From an optimization exercise on the open Yosys and OpenROAD flow, aimed at small area; shortcuts taken in it are not production practice.
Function was checked by simulation only, so behaviour that the tests miss may differ from the original.
No driver is modelled on the clock port, so clock power and skew are understated where the tree is cut down; a real chip needs a root buffer or a tree.
No activity file was given, so power comes from the tool's default toggle rates.

==> trial 18: inputs <==
// parking_meter
module parking_meter(clk, rst, buttonU, buttonR, buttonL, buttonD, switch0, switch1, s_clk, seg_anode, seg_cathodes);
Settings: LEC_CHECK=0, CAP_MARGIN=20, CORE_MARGIN=2, CORE_UTILIZATION=50, PLACE_DENSITY=0.9, SLEW_MARGIN=20; clock period 20.0 ns.
standard.sh (not shown) runs the stock make flow with config.mk's settings and CLKGATE_MAP_FILE= SYNTH_SCRIPT=/design/flow/synth_recipe.tcl, a recipe that flattens the netlist after the stock synthesis.
==> flow/flow/run.sh <==
#!/bin/bash
set -euo pipefail
here=$(pwd)
res=$here/orfs/results/$FLOW_PLATFORM/parking_meter/base
lib=$FLOW_HOME/platforms/$FLOW_PLATFORM/lib/sky130_fd_sc_hd__tt_025C_1v80.lib

bash standard.sh synth > synth.log 2>&1

cp $res/1_2_yosys.v $here/standard_1_2_yosys.v
du=$(grep -o -- '-dont_use [a-z0-9_]*' orfs/logs/$FLOW_PLATFORM/parking_meter/base/1_2_yosys.log | sort -u | tr '\n' ' ')
mkdir -p remap
cp $here/standard_1_2_yosys.v remap/best.v
best=""; barea=1e9; seed=1
for round in $(seq 1 12); do
  runs=""
  for j in 1 2 3 4; do
    r=r${round}_$j
    if (( j % 2 )); then
      printf 'strash\n&get -n\n&deepsyn -T 30 -S %s\n&put\n&get -n\n&dch -f\n&nf -R 1000\n&put\n' $seed > remap/$r.abc
    else
      printf 'strash\n&get -n\n&deepsyn -T 30 -S %s\n&put\ndch -f\namap\n' $seed > remap/$r.abc
    fi
    seed=$((seed + 1))
    sed -e "s#{LIB}#$lib#g" -e "s#{NETLIST_IN}#$here/remap/best.v#" \
        -e "s#{NETLIST_OUT}#$here/remap/$r.v#" -e "s#{TOP}#$FLOW_TOP#" \
        -e "s#{ABC_SCRIPT}#$here/remap/$r.abc#" -e "s#{DONT_USE}#$du#" \
        -e "s#{STAT}#$here/remap/$r.stat#" flow/remap.ys > remap/$r.ys
    runs="$runs $r"
  done
  printf '%s\n' $runs | xargs -P 4 -I R sh -c 'yosys -s remap/R.ys > remap/R.log 2>&1 || true'
  for r in $runs; do
    a=$(grep -s 'Chip area' remap/$r.stat | awk '{print $NF}') || true
    [[ -n "$a" && -s remap/$r.v ]] || continue
    if awk "BEGIN{exit !($a < $barea)}"; then best=$r; barea=$a; cp remap/$r.v remap/best.v; fi
  done
  echo "remap round $round: best $best area $barea" >> remap.log
done
if [[ -n "$best" ]]; then
  cp remap/best.v $res/1_2_yosys.v
  rm -f $res/1_synth.odb $res/1_synth.sdc
fi

export BUFFER_PORTS_ARGS="-buffer_cell sky130_fd_sc_hd__buf_1"
export RECOVER_POWER=100
bash standard.sh place > place.log 2>&1

export OWN_CTS_TCL=$here/flow/owncts.tcl
export FLOW_CLK=$(grep -o 'create_clock.*get_ports {*[A-Za-z0-9_]*' constraint.sdc | sed 's/.*get_ports {*//')
export PROBE_ODB=$res/3_place.odb PROBE_SDC=$res/3_place.sdc
chosen=""
for cand in "sky130_fd_sc_hd__clkbuf_4 3" "sky130_fd_sc_hd__clkbuf_16 1" "sky130_fd_sc_hd__clkbuf_8 2" \
            "sky130_fd_sc_hd__clkbuf_4 4" "sky130_fd_sc_hd__clkbuf_8 3" "sky130_fd_sc_hd__clkbuf_8 4"; do
  set -- $cand
  log=cts_probe_${1##*__}_$2.log
  OWN_CTS_CELL=$1 OWN_CTS_K=$2 openroad -no_init -exit flow/cts_probe.tcl > $log 2>&1 || true
  w=$(grep -o 'PROBE_WORST_SLEW [0-9.e-]*' $log | awk '{print $2}') || true
  echo "cts probe $cand: worst slew $w" >> cts_choice.log
  if [[ -n "$w" ]] && awk "BEGIN{exit !($w <= 0.112)}"; then chosen="$cand"; break; fi
done
echo "chosen: $chosen" >> cts_choice.log
if [[ -n "$chosen" ]]; then
  set -- $chosen
  export OWN_CTS_CELL=$1 OWN_CTS_K=$2
  rm -rf $here/scripts_own
  cp -r $FLOW_HOME/scripts $here/scripts_own
  python3 - $here/scripts_own/cts.tcl <<'PY'
import sys
p = sys.argv[1]
s = open(p).read()
old = "log_cmd clock_tree_synthesis {*}$cts_args"
assert old in s
s = s.replace(old, "source $::env(OWN_CTS_TCL)\nown_clock_tree $::env(OWN_CTS_CELL) $::env(OWN_CTS_K)\nset_propagated_clock [all_clocks]")
open(p, "w").write(s)
PY
  bash standard.sh SCRIPTS_DIR=$here/scripts_own cts > cts.log 2>&1
else
  export CTS_ARGS="-sink_clustering_enable -repair_clock_nets -dont_use_dummy_load"
fi
bash standard.sh > standard.log 2>&1
Other scripts of this flow, unchanged in this note and not shown: flow/flow/cts_probe.tcl, flow/flow/owncts.tcl, flow/flow/remap.ys
==> build 47 (differences from trial 18) <==
==> flow/design.v (replaced) <==
module parking_meter(clk, rst, buttonU, buttonR, buttonL, buttonD, switch0, switch1, s_clk, seg_anode, seg_cathodes);
	input clk, rst;
	input buttonU, buttonR, buttonL, buttonD, switch0, switch1, s_clk;
	output wire [3:0] seg_anode;
	output wire [6:0] seg_cathodes;
	function [2:0] rinc;  input [2:0] x; rinc = {(x[1]), (x[0]), (~x[1] & ~x[2])}; endfunction
	function [2:0] rinc2; input [2:0] x; rinc2 = {(x[0]), (~x[1] & ~x[2]), (~x[0] & ~x[1])}; endfunction
	function [2:0] rdec;  input [2:0] x; rdec = {(~x[0] & ~x[1]), (x[2]), (x[1])}; endfunction
	function ris0; input [2:0] x; ris0 = (~x[0] & ~x[2]); endfunction
	function ris4; input [2:0] x; ris4 = (~x[1] & x[2]); endfunction
	function rge3; input [2:0] x; rge3 = (x[2]); endfunction
	function rle1; input [2:0] x; rle1 = (~x[1] & ~x[2]); endfunction
	function ris2; input [2:0] x; ris2 = (x[1] & ~x[2]); endfunction
	reg [2:0] b1, b2;
	wire [2:0] benc = {(buttonU & buttonL) | buttonR | buttonD,
	                   buttonU | buttonL | (buttonR & buttonD),
	                   buttonL | buttonD};
	always @(posedge clk) begin
		if (rst) begin
			b1 <= 3'd0;
			b2 <= 3'd0;
		end else begin
			b1 <= benc;
			b2 <= b1;
		end
	end
	wire s = s_clk, w0 = switch0, w1 = switch1;
	wire b_any = |b2;                   
	wire b_one = b2[2] ^ b2[1];         
	reg [3:0] st;
	wire bs = b_any | s;
	reg [3:0] st_n;
	always @(*) begin
		case (st)
		4'd0: begin
			if (s & ~(b_any|w0|w1)) st_n = 4'd1;
			else if (b_one & ~(s|w0|w1)) st_n = {1'b0, b2};
			else if (w0 & ~(b_any|s|w1)) st_n = 4'd6;
			else if (w1 & ~(b_any|s|w0)) st_n = 4'd7;
			else st_n = 4'd0;
		end
		4'd6: st_n = w0 ? 4'd6 : 4'd8;
		4'd7: st_n = w1 ? 4'd7 : 4'd8;
		4'd8: begin
			if (w0 & ~bs) st_n = 4'd6;
			else if (w1 & ~bs) st_n = 4'd7;
			else if (bs) st_n = 4'd8;
			else st_n = 4'd0;
		end
		default: st_n = 4'd8;
		endcase
	end
	always @(posedge clk) begin
		if (rst) st <= 4'd0;
		else st <= st_n;
	end
	wire [2:0] sel = st[2:0];
	wire e_dec = sel == 3'd1;
	wire e_50 = sel == 3'd2;
	wire e_150 = sel == 3'd3;
	wire e_200 = sel == 3'd4;
	wire e_500 = sel == 3'd5;
	wire e_10 = sel == 3'd6;
	wire e_205 = sel == 3'd7;
	reg q0, q1, q2, q3;
	reg [2:0] r0, r1, r2, r3;
	wire z0 = ~q0 & ris0(r0), z1 = ~q1 & ris0(r1), z2 = ~q2 & ris0(r2), z3 = ~q3 & ris0(r3);
	wire zero = z0 & z1 & z2 & z3;
	wire dn = e_dec & ~zero;
	wire add1 = (e_50 & q1) | (e_150 & ~q1);
	wire add2 = e_200 | (e_150 & q1);
	wire c3 = q2 & ((add1 & ris4(r2)) | (add2 & rge3(r2)) | e_500);
	wire sat = c3 & q3 & ris4(r3);
	always @(posedge clk) begin
		if (rst) begin
			q0 <= 1'b0; r0 <= 3'd0; q1 <= 1'b0; r1 <= 3'd0;
			q2 <= 1'b0; r2 <= 3'd0; q3 <= 1'b0; r3 <= 3'd0;
		end else if (dn) begin
			r0 <= rdec(r0); q0 <= q0 ^ ris0(r0);
			if (z0) begin r1 <= rdec(r1); q1 <= q1 ^ ris0(r1); end
			if (z0 & z1) begin r2 <= rdec(r2); q2 <= q2 ^ ris0(r2); end
			if (z0 & z1 & z2) begin r3 <= rdec(r3); q3 <= q3 ^ ris0(r3); end
		end else if (e_10) begin
			q0 <= 1'b0; r0 <= 3'd0; q1 <= 1'b0; r1 <= 3'd1;
			q2 <= 1'b0; r2 <= 3'd0; q3 <= 1'b0; r3 <= 3'd0;
		end else if (e_205) begin
			q0 <= 1'b1; r0 <= 3'd0; q1 <= 1'b0; r1 <= 3'd0;
			q2 <= 1'b0; r2 <= 3'd3; q3 <= 1'b0; r3 <= 3'd0;
		end else if (sat) begin
			q0 <= 1'b1; r0 <= 3'd4; q1 <= 1'b1; r1 <= 3'd4;
			q2 <= 1'b1; r2 <= 3'd4; q3 <= 1'b1; r3 <= 3'd4;
		end else begin
			if (e_50 | e_150) q1 <= ~q1;
			if (add1) begin r2 <= rinc(r2); q2 <= q2 ^ ris4(r2); end
			if (add2) begin r2 <= rinc2(r2); q2 <= q2 ^ rge3(r2); end
			if (e_500) q2 <= ~q2;
			if (c3) begin r3 <= rinc(r3); q3 <= q3 ^ ris4(r3); end
		end
	end
	reg [1:0] seq;
	reg sp;
	always @(posedge clk) begin
		if (rst) begin
			seq <= 2'd0;
			sp <= 1'b0;
		end else begin
			sp <= s;
			if (s & ~sp) seq <= {seq[1] ^ seq[0], ~seq[0]};
		end
	end
	wire le200 = z3 & ~q2 & (rle1(r2) | (ris2(r2) & z1 & z0));
	wire blank = zero ? ~seq[1] : le200 ? ~seq[0] : 1'b0;
	reg [2:0] ac;
	reg [3:0] hd;       
	reg [3:0] dsel;
	always @(*) begin
		case (ac[2:1])
		2'd0: dsel = {q1, r1};
		2'd1: dsel = {q2, r2};
		2'd2: dsel = {q3, r3};
		default: dsel = {q0, r0};
		endcase
	end
	always @(posedge clk) begin
		if (rst) begin
			ac <= 3'd0;
			hd <= 4'd5;
		end else begin
			ac <= {ac[2] ^ (ac[1] & ac[0]), ac[1] ^ ac[0], ~ac[0]};
			if (ac[0]) hd <= dsel;
		end
	end
	assign seg_anode[0] = blank | ~(ac[0] & ~ac[1] & ~ac[2]);
	assign seg_anode[1] = blank | ~(ac[0] & ac[1] & ~ac[2]);
	assign seg_anode[2] = blank | ~(ac[0] & ~ac[1] & ac[2]);
	assign seg_anode[3] = blank | ~(ac[0] & ac[1] & ac[2]);
	wire h0 = hd[0], h1 = hd[1], h2 = hd[2], h3 = hd[3];
	assign seg_cathodes[0] = ~((~h0 & ~h2) | (h1) | (h3));
	assign seg_cathodes[1] = (h0 & h2) | (~h1 & ~h2 & h3);
	assign seg_cathodes[2] = (h0 & h2) | (h1 & ~h2 & ~h3);
	assign seg_cathodes[3] = (h0 & ~h1 & ~h3) | (~h1 & h2) | (h1 & ~h2 & h3);
	assign seg_cathodes[4] = (h0 & ~h1 & ~h3) | (h2 & ~h3) | (~h0 & ~h1 & h3) | (h1 & ~h2 & h3);
	assign seg_cathodes[5] = (h0 & ~h3) | (h1 & ~h3) | (h1 & ~h2);
	assign seg_cathodes[6] = ~((h1 & ~h3) | (~h0 & h2) | (~h1 & h3));
endmodule
==> flow/flow/run.sh (replaced) <==
#!/bin/bash
# Own layout flow: the standard synthesis, then the combinational logic
# re-mapped for area with ABC (registers untouched; several random seeds,
# smallest kept), then the standard ORFS steps with 1x port buffers, a
# small clock distribution of its own and area (power) recovery after
# global routing.
set -euo pipefail
here=$(pwd)
res=$here/orfs/results/$FLOW_PLATFORM/parking_meter/base
lib=$FLOW_HOME/platforms/$FLOW_PLATFORM/lib/sky130_fd_sc_hd__tt_025C_1v80.lib

bash standard.sh synth > synth.log 2>&1

cp $res/1_2_yosys.v $here/standard_1_2_yosys.v
du=$(grep -o -- '-dont_use [a-z0-9_]*' orfs/logs/$FLOW_PLATFORM/parking_meter/base/1_2_yosys.log | sort -u | tr '\n' ' ')
mkdir -p remap
runs=""
for s in 1 2 3 4; do
  printf 'strash\n&get -n\n&deepsyn -T 60 -S %s\n&put\ndch -f\namap\n' $s > remap/a$s.abc
  printf 'strash\n&get -n\n&deepsyn -T 60 -S %s\n&put\n&get -n\n&dch -f\n&nf -R 1000\n&put\n' $s > remap/n$s.abc
  runs="$runs a$s n$s"
done
for r in $runs; do
  sed -e "s#{LIB}#$lib#g" -e "s#{NETLIST_IN}#$here/standard_1_2_yosys.v#" \
      -e "s#{NETLIST_OUT}#$here/remap/$r.v#" -e "s#{TOP}#$FLOW_TOP#" \
      -e "s#{ABC_SCRIPT}#$here/remap/$r.abc#" -e "s#{DONT_USE}#$du#" \
      -e "s#{STAT}#$here/remap/$r.stat#" flow/remap.ys > remap/$r.ys
done
for s in 1 2 3 4; do
  ( (yosys -s remap/a$s.ys > remap_a$s.log 2>&1 || true); (yosys -s remap/n$s.ys > remap_n$s.log 2>&1 || true) ) &
done
wait
best=""; barea=""
for r in $runs; do
  a=$(grep -s 'Chip area' remap/$r.stat | awk '{print $NF}') || true
  [[ -n "$a" && -s remap/$r.v ]] || continue
  if [[ -z "$barea" ]] || awk "BEGIN{exit !($a < $barea)}"; then best=$r; barea=$a; fi
done
echo "remap: best run $best area $barea" | tee remap.log
if [[ -n "$best" ]]; then
  cp remap/$best.v $res/1_2_yosys.v
  rm -f $res/1_synth.odb $res/1_synth.sdc
fi

export BUFFER_PORTS_ARGS="-buffer_cell sky130_fd_sc_hd__buf_1"
export RECOVER_POWER=100
bash standard.sh place > place.log 2>&1

export OWN_CTS_TCL=$here/flow/owncts.tcl
export FLOW_CLK=$(grep -o 'create_clock.*get_ports {*[A-Za-z0-9_]*' constraint.sdc | sed 's/.*get_ports {*//')
export PROBE_ODB=$res/3_place.odb PROBE_SDC=$res/3_place.sdc
chosen=""
for cand in "sky130_fd_sc_hd__clkbuf_4 3" "sky130_fd_sc_hd__clkbuf_16 1" "sky130_fd_sc_hd__clkbuf_8 2" \
            "sky130_fd_sc_hd__clkbuf_4 4" "sky130_fd_sc_hd__clkbuf_8 3" "sky130_fd_sc_hd__clkbuf_8 4"; do
  set -- $cand
  log=cts_probe_${1##*__}_$2.log
  OWN_CTS_CELL=$1 OWN_CTS_K=$2 openroad -no_init -exit flow/cts_probe.tcl > $log 2>&1 || true
  w=$(grep -o 'PROBE_WORST_SLEW [0-9.e-]*' $log | awk '{print $2}') || true
  echo "cts probe $cand: worst slew $w" >> cts_choice.log
  if [[ -n "$w" ]] && awk "BEGIN{exit !($w <= 0.100)}"; then chosen="$cand"; break; fi
done
echo "chosen: $chosen" >> cts_choice.log
if [[ -n "$chosen" ]]; then
  set -- $chosen
  export OWN_CTS_CELL=$1 OWN_CTS_K=$2
  rm -rf $here/scripts_own
  cp -r $FLOW_HOME/scripts $here/scripts_own
  python3 - $here/scripts_own/cts.tcl <<'PY'
import sys
p = sys.argv[1]
s = open(p).read()
old = "log_cmd clock_tree_synthesis {*}$cts_args"
assert old in s
s = s.replace(old, "source $::env(OWN_CTS_TCL)\nown_clock_tree $::env(OWN_CTS_CELL) $::env(OWN_CTS_K)\nset_propagated_clock [all_clocks]")
open(p, "w").write(s)
PY
  bash standard.sh SCRIPTS_DIR=$here/scripts_own cts > cts.log 2>&1
else
  export CTS_ARGS="-sink_clustering_enable -repair_clock_nets -dont_use_dummy_load"
fi
bash standard.sh > standard.log 2>&1
- PLACE_DENSITY: 0.9 -> unset
==> comparison <==
Against build 47, the setup slack of trial 18 is worse by 0.0032 ns. Between build 47 and trial 18, the lower sequential power is in trial 18 (gap 6.8%, measured against trial 18). In trial 18 the core utilization is lower than in build 47, by 1.1 points. Synthesized cell count: build 47 is larger than trial 18 (4.3%). Between build 47 and trial 18, the lower register-to-register slack is in build 47 (gap 0.43 ns). Worst hold slack: build 47 is higher than trial 18 (0.0077 ns).
No run of this note takes its clock network from TritonCTS; it comes from the design's own scripts or RTL.

what the ideal ports hide:
No port has a modelled driver above. Below, the same layouts with a new extraction and two added sets of constraints. Step 1 sets driving cells, clkbuf_16 on the clock port and buf_2 on the other inputs (assumed; they add their load-dependent delay and slew). Step 2 also shifts input and output timing later by t, the mid clock arrival at the registers, as if the neighbouring blocks saw the same clock. Three values: no drivers, after step 1, after step 2; two values: the first two.
| run | shift t [ns] | slack for setup (ns) | hold slack, ns | clock arrival spread, ns | worst slew at a driven data input, ns |
|---|---|---|---|---|---|
| trial 18 | 0.182 | 13.971 / 13.927 / 13.946 | 0.446 / 0.446 / 0.446 | 0.005 / 0.005 | 0.03 |
| build 47 | 0.179 | 13.974 / 13.933 / 14.112 | 0.453 / 0.453 / 0.453 | 0.009 / 0.009 | 0.03 |
After both steps setup and hold are still met in every run listed. The setup slack of trial 18, which loses most, moves by -0.044 ns with the drivers and by -0.025 ns with both steps.
